Context: an optimization exercise on an open-source flow, tuned for small area. The choices shown serve that exercise and are no tape-out recipe.
RTL that was checked went through simulation tests only; none was proved equivalent to the original.
No driver is modelled on the clock port, so clocking that relies on it looks cheaper here than on a real chip.
Power figures rest on the tool's default switching activity, not on a simulated workload.

==> flow/design.v (excerpt) <==
module top_mac_st (clk, rst, accu_rst, a, w, config_aw, z);
Size in the first run: ~260 cells after synthesis, roughly 56 flip-flops, ~41 I/O pins, ~3300 um^2 of cells after synthesis.
export LEC_CHECK = 0
export CAP_MARGIN = 20
export CORE_MARGIN = 2
export CORE_UTILIZATION = 60
export SLEW_MARGIN = 20
export SYNTH_HIERARCHICAL = 1
create_clock -name core_clock -period 10.0 [get_ports {clk}]
standard.sh (not shown) runs the stock make flow with config.mk's settings and CLKGATE_MAP_FILE= SYNTH_SCRIPT=/design/flow/synth_recipe.tcl, a recipe that flattens the netlist after the stock synthesis.
==> flow/flow/run.sh <==
#!/bin/bash
# Own layout flow: the standard ORFS flow (standard.sh, unchanged synthesis) with
# layout-only changes:
#  - buffers that synthesis inserted are removed at floorplan (REMOVE_ABC_BUFFERS);
#  - port buffers are the smallest buffer (buf_1) instead of clkdlybuf4s50_1;
#  - the clock tree is built by flow/pre_cts.tcl: a root buffer and three clkbuf_8 leaves;
#  - after global routing, cells off the critical paths are downsized (RECOVER_POWER).
set -euo pipefail
export REMOVE_ABC_BUFFERS=1
export BUFFER_PORTS_ARGS="-buffer_cell sky130_fd_sc_hd__buf_1"
export PRE_CTS_TCL="$PWD/flow/pre_cts.tcl"
export CTS_ARGS="-clk_nets clk -buf_list sky130_fd_sc_hd__clkbuf_8 -root_buf sky130_fd_sc_hd__clkbuf_8 -dont_use_dummy_load"
export RECOVER_POWER=100
bash standard.sh > standard.log 2>&1
Other scripts of this flow, unchanged in this note and not shown: flow/flow/pre_cts.tcl
Change:
--- a/flow/design.v
+++ b/flow/design.v
@@ -14,18 +14,23 @@
 	input  a, b;
 	output y;
 	assign y = ~(a | b);
 endmodule
 module mac_a21o (a, b, c, y);
 	input  a, b, c;
 	output y;
 	assign y = (a & b) | c;
 endmodule
+module mac_a21oi (a, b, c, y);
+	input  a, b, c;
+	output y;
+	assign y = ~((a & b) | c);
+endmodule
 module mac_a222oi (a, b, c, d, e, f, y);
 	input  a, b, c, d, e, f;
 	output y;
 	assign y = ~((a & b) | (c & d) | (e & f));
 endmodule
 module mac_a31o (a, b, c, d, y);
 	input  a, b, c, d;
 	output y;
 	assign y = (a & b & c) | d;
@@ -337,35 +342,35 @@
 	mac_nand2 u_pp_1_6_15 (.a(a2[1]), .b(w2[6]), .y(pp_1_6_15));
 	mac_and2 u_pp_1_7_16 (.a(a2[1]), .b(w2[7]), .y(pp_1_7_16));
 	mac_nand3 u_pp_2_0_17 (.a(a2[2]), .b(w2[0]), .c(m8), .y(pp_2_0_17));
 	mac_nand3 u_pp_2_1_18 (.a(a2[2]), .b(w2[1]), .c(m8), .y(pp_2_1_18));
 	mac_nand3 u_pp_2_2_19 (.a(a2[2]), .b(w2[2]), .c(m8), .y(pp_2_2_19));
 	mac_nand3 u_pp_2_3_20 (.a(a2[2]), .b(w2[3]), .c(m8), .y(pp_2_3_20));
 	mac_nand2 u_pp_2_4_21 (.a(a2[2]), .b(w2[4]), .y(pp_2_4_21));
 	mac_nand2 u_px23 (.a(a2[2]), .b(w2[5]), .y(px23));
 	mac_xor2 u_pp_2_5_22 (.a(px23), .b(m2), .y(pp_2_5_22));
-	mac_a31oi u_pp_2_6_24 (.a(a2[2]), .b(w2[6]), .c(nm2), .d(m2), .y(pp_2_6_24));
+	mac_a21oi u_pp_2_6_24 (.a(a2[2]), .b(w2[6]), .c(m2), .y(pp_2_6_24));
 	mac_and3 u_pp_2_7_25 (.a(a2[2]), .b(w2[7]), .c(nm2), .y(pp_2_7_25));
 	mac_nand3 u_pp_3_0_26 (.a(a2[3]), .b(w2[0]), .c(m8), .y(pp_3_0_26));
 	mac_nand3 u_pp_3_1_27 (.a(a2[3]), .b(w2[1]), .c(m8), .y(pp_3_1_27));
 	mac_nand3 u_pp_3_2_28 (.a(a2[3]), .b(w2[2]), .c(m8), .y(pp_3_2_28));
 	mac_nand3 u_pp_3_3_29 (.a(a2[3]), .b(w2[3]), .c(m8), .y(pp_3_3_29));
 	mac_nand2 u_pp_3_4_30 (.a(a2[3]), .b(w2[4]), .y(pp_3_4_30));
 	mac_nand2 u_px32 (.a(a2[3]), .b(w2[5]), .y(px32));
 	mac_xor2 u_pp_3_5_31 (.a(px32), .b(m2), .y(pp_3_5_31));
 	mac_nand3 u_pp_3_6_33 (.a(a2[3]), .b(w2[6]), .c(nm2), .y(pp_3_6_33));
 	mac_and3 u_pp_3_7_34 (.a(a2[3]), .b(w2[7]), .c(nm2), .y(pp_3_7_34));
 	mac_nand3 u_pp_4_0_35 (.a(a2[4]), .b(w2[0]), .c(nm2), .y(pp_4_0_35));
 	mac_nand3 u_pp_4_1_36 (.a(a2[4]), .b(w2[1]), .c(nm2), .y(pp_4_1_36));
 	mac_nand2 u_pp_4_2_37 (.a(a2[4]), .b(w2[2]), .y(pp_4_2_37));
 	mac_nand2 u_px39 (.a(a2[4]), .b(w2[3]), .y(px39));
 	mac_xor2 u_pp_4_3_38 (.a(px39), .b(c0), .y(pp_4_3_38));
-	mac_a31oi u_pp_4_4_40 (.a(a2[4]), .b(w2[4]), .c(m8), .d(c0), .y(pp_4_4_40));
+	mac_a21oi u_pp_4_4_40 (.a(a2[4]), .b(w2[4]), .c(c0), .y(pp_4_4_40));
 	mac_nand3 u_pp_4_5_41 (.a(a2[4]), .b(w2[5]), .c(m8), .y(pp_4_5_41));
 	mac_a31oi u_pp_4_6_42 (.a(a2[4]), .b(w2[6]), .c(m8), .d(m2), .y(pp_4_6_42));
 	mac_a21o u_pp_4_7_43 (.a(a2[4]), .b(w2[7]), .c(c0), .y(pp_4_7_43));
 	mac_nand3 u_pp_5_0_44 (.a(a2[5]), .b(w2[0]), .c(nm2), .y(pp_5_0_44));
 	mac_nand3 u_pp_5_1_45 (.a(a2[5]), .b(w2[1]), .c(nm2), .y(pp_5_1_45));
 	mac_nand2 u_pp_5_2_46 (.a(a2[5]), .b(w2[2]), .y(pp_5_2_46));
 	mac_nand2 u_px48 (.a(a2[5]), .b(w2[3]), .y(px48));
 	mac_xor2 u_pp_5_3_47 (.a(px48), .b(c0), .y(pp_5_3_47));
 	mac_nand3 u_pp_5_4_49 (.a(a2[5]), .b(w2[4]), .c(m8), .y(pp_5_4_49));
After rerunning:
- clock skew goes down by 0.0075 ns
- flip-flop and latch count stays the same
- first-iteration DRC count goes down by a quarter to a third
- worst setup slack loses 0.084 ns
- cell area hardly moves
- critical path depth is higher by 1
- power goes down slightly
- core utilization is about the same
- synthesized cell count stays the same

* * *

top_mac_st, a different RTL version from the one above (not shown whole).
For scale: ~260 cells after synthesis, roughly 56 flip-flops, about 41 I/O pins.
Settings: LEC_CHECK=0, CAP_MARGIN=20, CORE_MARGIN=2, CORE_UTILIZATION=40, SLEW_MARGIN=20, SYNTH_HIERARCHICAL=1; clock period 10.0 ns.
==> flow/flow/run.sh <==
#!/bin/bash
# Own layout flow: the standard ORFS flow (standard.sh, unchanged synthesis) with
# layout-only changes:
#  - buffers that synthesis inserted are removed at floorplan (REMOVE_ABC_BUFFERS);
#  - port buffers are the smallest buffer (buf_1) instead of clkdlybuf4s50_1;
#  - the clock tree uses clkbuf_8 and no dummy loads;
#  - after global routing, cells off the critical paths are downsized (RECOVER_POWER).
set -euo pipefail
export REMOVE_ABC_BUFFERS=1
export BUFFER_PORTS_ARGS="-buffer_cell sky130_fd_sc_hd__buf_1"
export CTS_ARGS="-sink_clustering_enable -repair_clock_nets -buf_list sky130_fd_sc_hd__clkbuf_8 -root_buf sky130_fd_sc_hd__clkbuf_8 -dont_use_dummy_load"
export RECOVER_POWER=100
bash standard.sh > standard.log 2>&1
==> next run, changes <==
--- a/flow/design.v
+++ b/flow/design.v
@@ -3,45 +3,40 @@
 	output s, c;
 	assign s = x ^ y ^ z;
 	assign c = (x & y) | (x & z) | (y & z);
 endmodule
 module mac_ha (x, y, s, c);
 	input  x, y;
 	output s, c;
 	assign s = x ^ y;
 	assign c = x & y;
 endmodule
-module mac_and2b (a, b, y);
+module mac_nor2 (a, b, y);
 	input  a, b;
 	output y;
-	assign y = a & ~b;
+	assign y = ~(a | b);
 endmodule
 module mac_a21o (a, b, c, y);
 	input  a, b, c;
 	output y;
 	assign y = (a & b) | c;
 endmodule
 module mac_a21oi (a, b, c, y);
 	input  a, b, c;
 	output y;
 	assign y = ~((a & b) | c);
 endmodule
 module mac_a222oi (a, b, c, d, e, f, y);
 	input  a, b, c, d, e, f;
 	output y;
 	assign y = ~((a & b) | (c & d) | (e & f));
 endmodule
-module mac_a22oi (a, b, c, d, y);
-	input  a, b, c, d;
-	output y;
-	assign y = ~((a & b) | (c & d));
-endmodule
 module mac_a31o (a, b, c, d, y);
 	input  a, b, c, d;
 	output y;
 	assign y = (a & b & c) | d;
 endmodule
 module mac_a31oi (a, b, c, d, y);
 	input  a, b, c, d;
 	output y;
 	assign y = ~((a & b & c) | d);
 endmodule
@@ -93,21 +88,21 @@
 	reg                      rst1;      
 	reg                      clr1;      
 	reg      [1:0]           cfg;       
 	reg      [19:0]          accn;      
 	wire     [19:0]          accd;      
 	wire c0 = cfg[0];
 	wire c1 = cfg[1];
 	wire m8, s8, s4, m2, nm2, clr1n;
 	mac_inv  u_m8 (.a(c0), .y(m8));                
 	assign s8 = m8;
-	mac_and2b u_s4 (.a(c0), .b(c1), .y(s4));        
+	mac_nor2 u_s4 (.a(m8), .b(c1), .y(s4));        
 	mac_and2 u_m2 (.a(c0), .b(c1), .y(m2));        
 	assign s2 = m2;
 	mac_inv  u_nm2 (.a(m2), .y(nm2));
 	mac_inv  u_clr1n (.a(clr1), .y(clr1n));
 	wire s2;
 	wire pp_0_0_1;
 	wire pp_0_1_2;
 	wire pp_0_2_3;
 	wire pp_0_3_4;
 	wire pp_0_4_5;
@@ -510,23 +505,23 @@
 	mac_a222oi u_z_0 (.a(accn[0]), .b(s8), .c(accn[4]), .d(s4), .e(accn[6]), .f(s2), .y(z[0]));
 	mac_a222oi u_z_1 (.a(accn[1]), .b(s8), .c(accn[5]), .d(s4), .e(accn[7]), .f(s2), .y(z[1]));
 	mac_a222oi u_z_2 (.a(accn[2]), .b(s8), .c(accn[6]), .d(s4), .e(accn[8]), .f(s2), .y(z[2]));
 	mac_a222oi u_z_3 (.a(accn[3]), .b(s8), .c(accn[7]), .d(s4), .e(accn[9]), .f(s2), .y(z[3]));
 	mac_a222oi u_z_4 (.a(accn[4]), .b(s8), .c(accn[8]), .d(s4), .e(accn[10]), .f(s2), .y(z[4]));
 	mac_a222oi u_z_5 (.a(accn[5]), .b(s8), .c(accn[9]), .d(s4), .e(accn[11]), .f(s2), .y(z[5]));
 	mac_a222oi u_z_6 (.a(accn[6]), .b(s8), .c(accn[10]), .d(s4), .e(accn[12]), .f(s2), .y(z[6]));
 	mac_a222oi u_z_7 (.a(accn[7]), .b(s8), .c(accn[11]), .d(s4), .e(accn[13]), .f(s2), .y(z[7]));
 	mac_a222oi u_z_8 (.a(accn[8]), .b(s8), .c(accn[12]), .d(s4), .e(accn[14]), .f(s2), .y(z[8]));
 	mac_a222oi u_z_9 (.a(accn[9]), .b(s8), .c(accn[13]), .d(s4), .e(accn[15]), .f(s2), .y(z[9]));
-	mac_a22oi u_z_10 (.a(accn[10]), .b(s8), .c(accn[14]), .d(c0), .y(z[10]));
-	mac_a22oi u_z_11 (.a(accn[11]), .b(s8), .c(accn[15]), .d(c0), .y(z[11]));
-	mac_a22oi u_z_12 (.a(accn[12]), .b(s8), .c(accn[16]), .d(c0), .y(z[12]));
+	mac_a222oi u_z_10 (.a(accn[10]), .b(s8), .c(accn[14]), .d(s4), .e(accn[16]), .f(s2), .y(z[10]));
+	mac_a222oi u_z_11 (.a(accn[11]), .b(s8), .c(accn[15]), .d(s4), .e(accn[17]), .f(s2), .y(z[11]));
+	mac_a222oi u_z_12 (.a(accn[12]), .b(s8), .c(accn[16]), .d(s4), .e(accn[18]), .f(s2), .y(z[12]));
 	mac_inv u_z_13 (.a(accn[13]), .y(z[13]));
 	mac_inv u_z_14 (.a(accn[14]), .y(z[14]));
 	mac_inv u_z_15 (.a(accn[15]), .y(z[15]));
 	mac_inv u_z_16 (.a(accn[16]), .y(z[16]));
 	mac_inv u_z_17 (.a(accn[17]), .y(z[17]));
 	mac_inv u_z_18 (.a(accn[18]), .y(z[18]));
 	mac_inv u_z_19 (.a(accn[19]), .y(z[19]));
 	always_ff @(posedge clk) begin
 		a1   <= a;
 		w1   <= w;
Effect: The changed run finished with timing, DRC and antenna clean. Clock skew increases by 9.8 ps. Routed wire length decreases by 0.33%. Final area decreases by 0.37%. Sequential power is about the same. Via count increases by 1.7%. Die area decreases by 0.51%. Maximum frequency is about the same. Power decreases by 0.37%. Sequential share of layout area increases by 0.11 points. Critical path depth decreases by 1. Worst hold slack hardly moves. Synthesized cell count does not change. Register-to-register slack hardly moves. Global-route usage decreases by 0.15 points.

* * *

== v6 ==
top_mac_st with an RTL version that a note above also has.
Size in the first run: about 56 flip-flops.
Design top_mac_st, start of the top module:
module top_mac_st (clk, rst, accu_rst, a, w, config_aw, z);
clock: 10.0 ns
lec_check: 0
cap_margin: 20
core_margin: 2
core_utilization: 40
slew_margin: 20
synth_hierarchical: 1
==> flow/flow/run.sh <==
#!/bin/bash
# Own layout flow: the standard ORFS flow (standard.sh, unchanged synthesis) with
# layout-only changes:
#  - buffers that synthesis inserted are removed at floorplan (REMOVE_ABC_BUFFERS);
#  - port buffers are the smallest buffer (buf_1) instead of clkdlybuf4s50_1;
#  - the clock tree is built by flow/pre_cts.tcl: a root buffer and three clkbuf_8 leaves;
#  - after global routing, cells off the critical paths are downsized (RECOVER_POWER).
set -euo pipefail
export REMOVE_ABC_BUFFERS=1
export BUFFER_PORTS_ARGS="-buffer_cell sky130_fd_sc_hd__buf_1"
export PRE_CTS_TCL="$PWD/flow/pre_cts.tcl"
export CTS_ARGS="-clk_nets clk -buf_list sky130_fd_sc_hd__clkbuf_8 -root_buf sky130_fd_sc_hd__clkbuf_8 -dont_use_dummy_load"
export RECOVER_POWER=100
bash standard.sh > standard.log 2>&1
Other scripts of this flow, unchanged in this note and not shown: flow/flow/pre_cts.tcl
Input-level comparison between v7 and v6:
--- a/flow/design.v
+++ b/flow/design.v
@@ -17,17 +17,12 @@
 endmodule
 module mac_a21o (a, b, c, y);
 	input  a, b, c;
 	output y;
 	assign y = (a & b) | c;
 endmodule
-module mac_a21oi (a, b, c, y);
-	input  a, b, c;
-	output y;
-	assign y = ~((a & b) | c);
-endmodule
 module mac_a222oi (a, b, c, d, e, f, y);
 	input  a, b, c, d, e, f;
 	output y;
 	assign y = ~((a & b) | (c & d) | (e & f));
 endmodule
 module mac_a31o (a, b, c, d, y);
@@ -84,17 +79,17 @@
 	input    [7:0]           w;         
 	input    [1:0]           config_aw;
 	output   [15+HEADROOM:0] z;
 	reg      [7:0]           a1, w1, a2, w2;
 	reg                      rst1;      
 	reg                      clr1;      
-	reg      [1:0]           cfg;       
+	reg      [0:0]           cfg;       
 	reg      [19:0]          accn;      
 	wire     [19:0]          accd;      
 	wire c0 = cfg[0];
-	wire c1 = cfg[1];
+	wire c1 = config_aw[1];    
 	wire m8, s8, s4, m2, nm2, clr1n;
 	mac_inv  u_m8 (.a(c0), .y(m8));                
 	assign s8 = m8;
 	mac_nor2 u_s4 (.a(m8), .b(c1), .y(s4));        
 	mac_and2 u_m2 (.a(c0), .b(c1), .y(m2));        
 	assign s2 = m2;
@@ -345,13 +340,13 @@
 	mac_nand3 u_pp_2_1_18 (.a(a2[2]), .b(w2[1]), .c(m8), .y(pp_2_1_18));
 	mac_nand3 u_pp_2_2_19 (.a(a2[2]), .b(w2[2]), .c(m8), .y(pp_2_2_19));
 	mac_nand3 u_pp_2_3_20 (.a(a2[2]), .b(w2[3]), .c(m8), .y(pp_2_3_20));
 	mac_nand2 u_pp_2_4_21 (.a(a2[2]), .b(w2[4]), .y(pp_2_4_21));
 	mac_nand2 u_px23 (.a(a2[2]), .b(w2[5]), .y(px23));
 	mac_xor2 u_pp_2_5_22 (.a(px23), .b(m2), .y(pp_2_5_22));
-	mac_a21oi u_pp_2_6_24 (.a(a2[2]), .b(w2[6]), .c(m2), .y(pp_2_6_24));
+	mac_a31oi u_pp_2_6_24 (.a(a2[2]), .b(w2[6]), .c(nm2), .d(m2), .y(pp_2_6_24));
 	mac_and3 u_pp_2_7_25 (.a(a2[2]), .b(w2[7]), .c(nm2), .y(pp_2_7_25));
 	mac_nand3 u_pp_3_0_26 (.a(a2[3]), .b(w2[0]), .c(m8), .y(pp_3_0_26));
 	mac_nand3 u_pp_3_1_27 (.a(a2[3]), .b(w2[1]), .c(m8), .y(pp_3_1_27));
 	mac_nand3 u_pp_3_2_28 (.a(a2[3]), .b(w2[2]), .c(m8), .y(pp_3_2_28));
 	mac_nand3 u_pp_3_3_29 (.a(a2[3]), .b(w2[3]), .c(m8), .y(pp_3_3_29));
 	mac_nand2 u_pp_3_4_30 (.a(a2[3]), .b(w2[4]), .y(pp_3_4_30));
@@ -361,13 +356,13 @@
 	mac_and3 u_pp_3_7_34 (.a(a2[3]), .b(w2[7]), .c(nm2), .y(pp_3_7_34));
 	mac_nand3 u_pp_4_0_35 (.a(a2[4]), .b(w2[0]), .c(nm2), .y(pp_4_0_35));
 	mac_nand3 u_pp_4_1_36 (.a(a2[4]), .b(w2[1]), .c(nm2), .y(pp_4_1_36));
 	mac_nand2 u_pp_4_2_37 (.a(a2[4]), .b(w2[2]), .y(pp_4_2_37));
 	mac_nand2 u_px39 (.a(a2[4]), .b(w2[3]), .y(px39));
 	mac_xor2 u_pp_4_3_38 (.a(px39), .b(c0), .y(pp_4_3_38));
-	mac_a21oi u_pp_4_4_40 (.a(a2[4]), .b(w2[4]), .c(c0), .y(pp_4_4_40));
+	mac_a31oi u_pp_4_4_40 (.a(a2[4]), .b(w2[4]), .c(m8), .d(c0), .y(pp_4_4_40));
 	mac_nand3 u_pp_4_5_41 (.a(a2[4]), .b(w2[5]), .c(m8), .y(pp_4_5_41));
 	mac_a31oi u_pp_4_6_42 (.a(a2[4]), .b(w2[6]), .c(m8), .d(m2), .y(pp_4_6_42));
 	mac_a21o u_pp_4_7_43 (.a(a2[4]), .b(w2[7]), .c(c0), .y(pp_4_7_43));
 	mac_nand3 u_pp_5_0_44 (.a(a2[5]), .b(w2[0]), .c(nm2), .y(pp_5_0_44));
 	mac_nand3 u_pp_5_1_45 (.a(a2[5]), .b(w2[1]), .c(nm2), .y(pp_5_1_45));
 	mac_nand2 u_pp_5_2_46 (.a(a2[5]), .b(w2[2]), .y(pp_5_2_46));
@@ -524,12 +519,12 @@
 	mac_inv u_z_19 (.a(accn[19]), .y(z[19]));
 	always_ff @(posedge clk) begin
 		a1   <= a;
 		w1   <= w;
 		rst1 <= rst;
 		clr1 <= rst | accu_rst | rst1;
-		cfg  <= config_aw;
+		cfg  <= config_aw[0];
 		a2   <= a1;
 		w2   <= w1;
 		accn <= accd;
 	end
 endmodule  
==> comparison <==
Cmp v7 and v6 / worst setup slack / lower: v7. Sort v7 and v6 by arithmetic-cell share of the synthesized area counting full adders, half adders and majority gates desc -> top: v7. From v6 to v7 the numbers moved as follows: power in combinational cells increased about 20%, mean routed wirelength per cell essentially unchanged. Against v6, internal power summed over all cells in v7 came out worse. Between v7 and v6, the required time of the critical path does not differ in any meaningful way. Proportion of synthesized flip-flops having asynchronous set or reset: v6 vs v7 identical. Synthesis-to-finish area growth in v7 is 3.7 points higher than in v6. NOTE die outline area v6->v7 decreased slightly. sky130_fd_sc_hd__fa_1 as the cell with the largest stage delay on the worst path was reported by v6, and sky130_fd_sc_hd__fa_2 by v7. Compared to v6, v7 has floorplan die height about 0.37% lower. Of the two candidates, v6 has the better shortest clock period the worst path allows after layout and v7 the worse one. v7 vs v6: number of global-route vias before repair up by a few percent. Between v7 and v6, the filler cell count is higher for v6.
Function not checked in v7: the RTL went through the layout flow alone.

==> what the ideal ports hide <==
In the flow no input, the clock included, has a driving cell. The finished layouts below were timed again as built, in two steps. Step 1 sets driving cells, clkbuf_16 on the clock port and buf_2 on the other inputs (assumed; they add their load-dependent delay and slew). Step 2 also shifts input and output timing later by t, the mid clock arrival at the registers, as if the neighbouring blocks saw the same clock. Three values: no drivers, after step 1, after step 2; two values: the first two.
| run | shift t [ns] | slack for setup (ns) | worst setup path after step 2 |
|---|---|---|---|
| the first run of note 1 | 0.406 | 0.481 / 0.481 / 0.481 | register to register |
| the second run of note 1 | 0.417 | 0.397 / 0.397 / 0.397 | register to register |
| the first run of note 2 | 0.327 | 0.520 / 0.520 / 0.520 | register to register |
| the second run of note 2 | 0.329 | 0.520 / 0.520 / 0.520 | register to register |
| v6 | 0.432 | 0.524 / 0.524 / 0.524 | register to register |
| v7 | 0.432 | 0.322 / 0.325 / -0.107 | input to register |
With both steps, setup timing fails in v7, where it was met with ideal ports. For v7, which loses most, drivers alone change the setup slack by +0.003 ns; drivers and shift together by -0.429 ns.
